Context: an optimization exercise on an open-source flow, tuned for small area and a short achievable clock period. The choices shown serve that exercise and are no tape-out recipe. The RTL was checked by simulation tests, not by an equivalence proof against the original design. No activity file was given, so power comes from the tool's default toggle rates.

== run 1 ==
## mips_pipe
module mips_pipe (
    input         clk,
    input         rst_n,
    input         irq,
    output [31:0] imem_addr,
    input  [31:0] imem_data,
    output        dmem_re,
    output        dmem_we,
    output [31:0] dmem_addr,
    output [31:0] dmem_wdata,
    input  [31:0] dmem_rdata
);
Size in the first run: about 5300 cells after synthesis, roughly 1300 flip-flops.
export LEC_CHECK = 0
export CAP_MARGIN = 20
export CORE_MARGIN = 2
export CORE_UTILIZATION = 40
export CTS_CLUSTER_DIAMETER = 100
export CTS_CLUSTER_SIZE = 22
export SLEW_MARGIN = 20
export TNS_END_PERCENT = 5
create_clock -name core_clock -period 10.5 [get_ports {clk}]
standard.sh (not shown) runs the stock make flow with config.mk's settings and CLKGATE_MAP_FILE= SYNTH_SCRIPT=/design/flow/synth_recipe.tcl, a recipe that flattens the netlist after the stock synthesis.
==> flow/flow/run.sh <==
#!/bin/bash
set -euo pipefail
MARGIN=${MARGIN:-7.1}
PORTBUF=${PORTBUF:-sky130_fd_sc_hd__buf_2}
bash standard.sh synth > log_synth.txt 2>&1
for step in floorplan place cts route finish; do
  bash standard.sh "SETUP_SLACK_MARGIN=$MARGIN" \
    "BUFFER_PORTS_ARGS=-buffer_cell $PORTBUF" $step > log_$step.txt 2>&1
done
test -f out/final.def
Here is what was changed in the inputs of run 2 compared with run 1.
Settings: a deleted TNS_END_PERCENT that had been 5.
-- flow/flow/run.sh --
<<< run 1, line 3
MARGIN=${MARGIN:-7.1}
>>> run 2, line 3
MARGIN=${MARGIN:-6.9}
## What came out
[run 2] non-clock buffer count fell 31 relative to run 1
The initial antenna violation count in run 1 is 0.913 times that in run 2.
Compared with run 1, run 2 improves smallest setup slack after layout.
Max relative contribution of combinational cells to total power across run 2 and run 1: run 1
[run 2 vs run 1] total half-perimeter wirelength after legalization and detailed placement: higher in run 2
| worst setup slack before clock tree synthesis | lower: run 2 |
Run 1 -> run 2: cell-internal power decreased slightly
Run 2 ends up with a minimum clock period that is 0.12 ns lower than in run 1.
What run 3 does differently from run 2 at the input level:
-- flow/flow/run.sh --
<<< run 2, line 3
MARGIN=${MARGIN:-6.9}
>>> run 3, line 3
MARGIN=${MARGIN:-7.25}
Notes after the runs:
- From run 2 to run 3 the numbers moved as follows: part of the power in the clock network down 2.2 points; count of multi-input combinational gates up 0.62%; final cell utilization of the core has increased.
- Side by side, combinational share of power turned out higher in run 3 than in run 2.
Here is what was changed in the inputs of run 4 compared with run 3.
-- flow/flow/run.sh --
<<< run 3, line 3
MARGIN=${MARGIN:-7.25}
>>> run 4, line 3
MARGIN=${MARGIN:-6.75}
==> comparison <==
- Critical path depth (run 4 over run 3): decrease, 4
- Post-layout worst setup margin on run 4 is behind run 3.
- Comparing run 4 against run 3, there is no change at all in share of synthesized area spent on multiplexers.
- Going from run 3 to run 4, the clock network fraction of design power was found to have gone up by 2.2 points.
- Run 4 reports its worst setup path endpoint as EX_Bv[4]$_SDFF_PP1_ while run 3 reports EX_A[0]$_DFF_P_.
- Delta (run 4 minus run 3): cell count after placement went up; area after synthesis now sits at about the same level; sequential share of layout area saw an increase; final wirelength -7.5%; fraction of final layout cells sized beyond drive strength 1 has decreased.
- Relative to run 3, combinational power decreased by about 28% in run 4.

---

## build 36
mips_pipe, a different RTL version from the one above (not shown whole).
For scale: roughly 5,200 cells after synthesis, about 1,300 flip-flops, roughly 170 I/O pins, roughly 63,000 um2 of cells after synthesis.
export LEC_CHECK = 0
export CAP_MARGIN = 20
export CORE_MARGIN = 2
export CORE_UTILIZATION = 40
export CTS_CLUSTER_DIAMETER = 100
export CTS_CLUSTER_SIZE = 22
export SLEW_MARGIN = 20
create_clock -name core_clock -period 10.5 [get_ports {clk}]
==> flow/flow/run.sh <==
#!/bin/bash
set -euo pipefail
MARGIN=${MARGIN:-7.05}
PORTBUF=${PORTBUF:-sky130_fd_sc_hd__buf_2}
bash standard.sh synth > log_synth.txt 2>&1
for step in floorplan place cts route finish; do
  bash standard.sh "SETUP_SLACK_MARGIN=$MARGIN" \
    "BUFFER_PORTS_ARGS=-buffer_cell $PORTBUF" $step > log_$step.txt 2>&1
done
test -f out/final.def
Edits applied to the flow inputs when going from build 36 to build 87:
- a change of CORE_UTILIZATION from 40 to 60
diff --git a/flow/flow/run.sh b/flow/flow/run.sh
--- a/flow/flow/run.sh
+++ b/flow/flow/run.sh
@@ -3 +3 @@
-MARGIN=${MARGIN:-7.05}
+MARGIN=${MARGIN:-6.9}
==> summary.txt <==
Against build 36, sum of internal, switching and leakage power in build 87 fell by a few percent.
Build 87 has completed all stages; timing, DRC and antenna checks passed.
Cells: build 87 has fewer instances than build 36
In build 87 relative to build 36, routed wire length had gone down by a few percent.
As of build 87, power per unit of standard cell area had fallen slightly compared to build 36.
Power share of the clock group (build 87 over build 36): increase, 1.1 points
### build 87 -> build 54
- CORE_UTILIZATION changed from 60 to 40
diff --git a/flow/flow/run.sh b/flow/flow/run.sh
--- a/flow/flow/run.sh
+++ b/flow/flow/run.sh
@@ -3 +3 @@
-MARGIN=${MARGIN:-6.9}
+MARGIN=${MARGIN:-6.75}
==> summary.txt <==
Build 54 vs. build 87: routed metal-1 wire length went up by 14%.
Compared with build 87, build 54 degrades setup slack after layout.
Build 54: ratio of cells with drive above 1 in the final layout 2.0 points below build 87
Relative to build 87, the final cell area reported for build 54 is lower.
Looking at critical path start-end classification, the reg2reg result is from build 87; the in2reg one comes from build 54.
For build 46, these inputs were changed with respect to build 54:
- swapping 40 for 50 in CORE_UTILIZATION
diff --git a/flow/flow/run.sh b/flow/flow/run.sh
--- a/flow/flow/run.sh
+++ b/flow/flow/run.sh
@@ -3 +3 @@
-MARGIN=${MARGIN:-6.75}
+MARGIN=${MARGIN:-7.0}
## What came out
- Going from build 54 to build 46, global-route usage over all layers increased 9.8 points, worst hold margin flat, multi-input logic portion of the cell area rose 0.37 points, share of layout cells above drive strength 1 climbed 5.3 points, global routing met1 resource utilization has increased.
- Build 46 vs build 54 — minimum setup slack among reg-to-reg paths rose 130 ps.
- Build 46: number of fill cells in the layout 28% below build 54
- Diff build 46 and build 54: share of power burned in the clock network lower in build 46
- Build 46: horizontal die dimension lower than build 54
- When build 46 is measured against build 54, its largest net degree at the start of global routing turns out 15 higher.
- Build 54 reports its standard cell with the maximum stage delay on the critical path as sky130_fd_sc_hd__clkinvlp_2 while build 46 reports sky130_fd_sc_hd__or4_4.
- Routed wire length, build 46 and build 54: higher on build 46

---

== wip/quartz ==
Starting RTL as in the previous note.
export LEC_CHECK = 0
export CAP_MARGIN = 20
export CORE_MARGIN = 2
export CORE_UTILIZATION = 40
export CTS_CLUSTER_DIAMETER = 100
export CTS_CLUSTER_SIZE = 22
export SLEW_MARGIN = 20
create_clock -name core_clock -period 10.5 [get_ports {clk}]
==> flow/flow/run.sh <==
#!/bin/bash
set -euo pipefail
MARGIN=${MARGIN:-6.9}
PORTBUF=${PORTBUF:-sky130_fd_sc_hd__buf_2}
bash standard.sh synth > log_synth.txt 2>&1
for step in floorplan place cts route finish; do
  bash standard.sh "SETUP_SLACK_MARGIN=$MARGIN" \
    "BUFFER_PORTS_ARGS=-buffer_cell $PORTBUF" $step > log_$step.txt 2>&1
done
test -f out/final.def
Input-level comparison between wip/zinc and wip/quartz:
-- flow/config.mk --
<<< wip/quartz, line 9
export CORE_MARGIN = 2
export CORE_UTILIZATION = 40
export CTS_CLUSTER_DIAMETER = 100
>>> wip/zinc, line 9
export CORE_MARGIN = 2
export CORE_UTILIZATION = 45
export CTS_CLUSTER_DIAMETER = 100
Findings:
wip/zinc completed; timing, DRC and antenna clean. The run with more routed wire is wip/quartz, not wip/zinc. wip/zinc vs. wip/quartz: amount of wire on met3 after detailed routing decreased 1200 microns; final area decreased 0.60%; clock share of power increased 0.3 points; worst setup slack increased 0.12 ns; synthesis-to-finish area growth decreased 0.67 points. Compared to wip/quartz, wip/zinc has fmax about 3.2% higher. wip/zinc vs wip/quartz — total routing usage reported by global routing rose 5.2 points. Compared wip/zinc against wip/quartz; internal power contribution within noise. Diff wip/quartz -> wip/zinc: total power density per cell area essentially unchanged; sequential standard cell area essentially unchanged.
Edits applied to the flow inputs when going from wip/zinc to wip/raven:
-- flow/config.mk --
<<< wip/zinc, line 9
export CORE_MARGIN = 2
export CORE_UTILIZATION = 45
export CTS_CLUSTER_DIAMETER = 100
>>> wip/raven, line 9
export CORE_MARGIN = 2
export CORE_UTILIZATION = 50
export CTS_CLUSTER_DIAMETER = 100
Findings:
Having completed the whole flow, wip/raven delivered a layout that passed the timing, DRC and antenna checks. Compared with wip/zinc, in wip/raven area growth from synthesis to layout climbed 0.95 points; final layout net count climbed about 1.3%. wip/raven supports a lower top clock frequency than wip/zinc. Compared with wip/zinc, the router placed more vias in wip/raven. Sequential share of layout area on wip/raven is down relative to wip/zinc. Diff wip/zinc -> wip/raven | final area | increase of about 0.9%. Comparing wip/raven and wip/zinc, the higher total detailed-routing wirelength was measured on wip/raven. In wip/raven the number of signal-net buffers in the layout turned out about 17% higher than in wip/zinc. The run showing the greater count of clock-buffer cells in the layout is wip/zinc. Looking only at signal arrival time at the worst endpoint, and setting everything else aside, the higher value of wip/raven and wip/zinc goes to wip/raven. Of wip/raven and wip/zinc, the lower number of placed instances with taps included belongs to wip/raven.

[separate check: timing with driven ports]
The results above use ideal ports. As a check the final layouts listed here were re-extracted and re-timed, cells and wires unchanged. Step 1 (the two cells are an assumption about what drives the block):
set clk [get_ports {clk}]
set_driving_cell -lib_cell sky130_fd_sc_hd__clkbuf_16 $clk
set_driving_cell -lib_cell sky130_fd_sc_hd__buf_2 [delete_from_list [all_inputs] $clk]
Step 2 times the ports against the registers' clock, not the clock port: input delays grow and output delays shrink by t, the midpoint of the rising clock arrivals with the driver on. Three values: no drivers, after step 1, after step 2; two values: the first two.
run	t, ns	setup slack, ns	latest minus earliest clock arrival (ns)	slew at the worst register clock pin (ns)	cell pins on the clock port's net
run 1	0.807	6.642 / 6.642 / 6.094	0.041 / 0.041	0.11 / 0.11	1
run 2	0.812	6.765 / 6.765 / 6.091	0.047 / 0.048	0.10 / 0.10	1
run 3	0.801	6.873 / 6.857 / 6.267	0.066 / 0.066	0.11 / 0.11	1
run 4	0.829	6.570 / 6.570 / 5.988	0.031 / 0.030	0.11 / 0.11	1
build 36	0.810	6.695 / 6.695 / 6.064	0.033 / 0.033	0.11 / 0.11	1
build 87	0.808	6.659 / 6.659 / 6.115	0.041 / 0.042	0.11 / 0.11	1
build 54	0.794	6.483 / 6.534 / 5.739	0.040 / 0.039	0.10 / 0.10	1
build 46	0.792	6.814 / 6.814 / 6.106	0.060 / 0.061	0.10 / 0.10	1
wip/quartz	0.798	6.646 / 6.646 / 6.168	0.072 / 0.073	0.11 / 0.11	1
wip/zinc	0.804	6.767 / 6.767 / 6.151	0.059 / 0.058	0.11 / 0.11	1
wip/raven	0.782	6.724 / 6.724 / 6.115	0.035 / 0.034	0.10 / 0.10	1
After both steps every run listed still meets setup and hold. The setup slack of build 54, which loses most, moves by +0.051 ns with the drivers and by -0.744 ns with both steps.
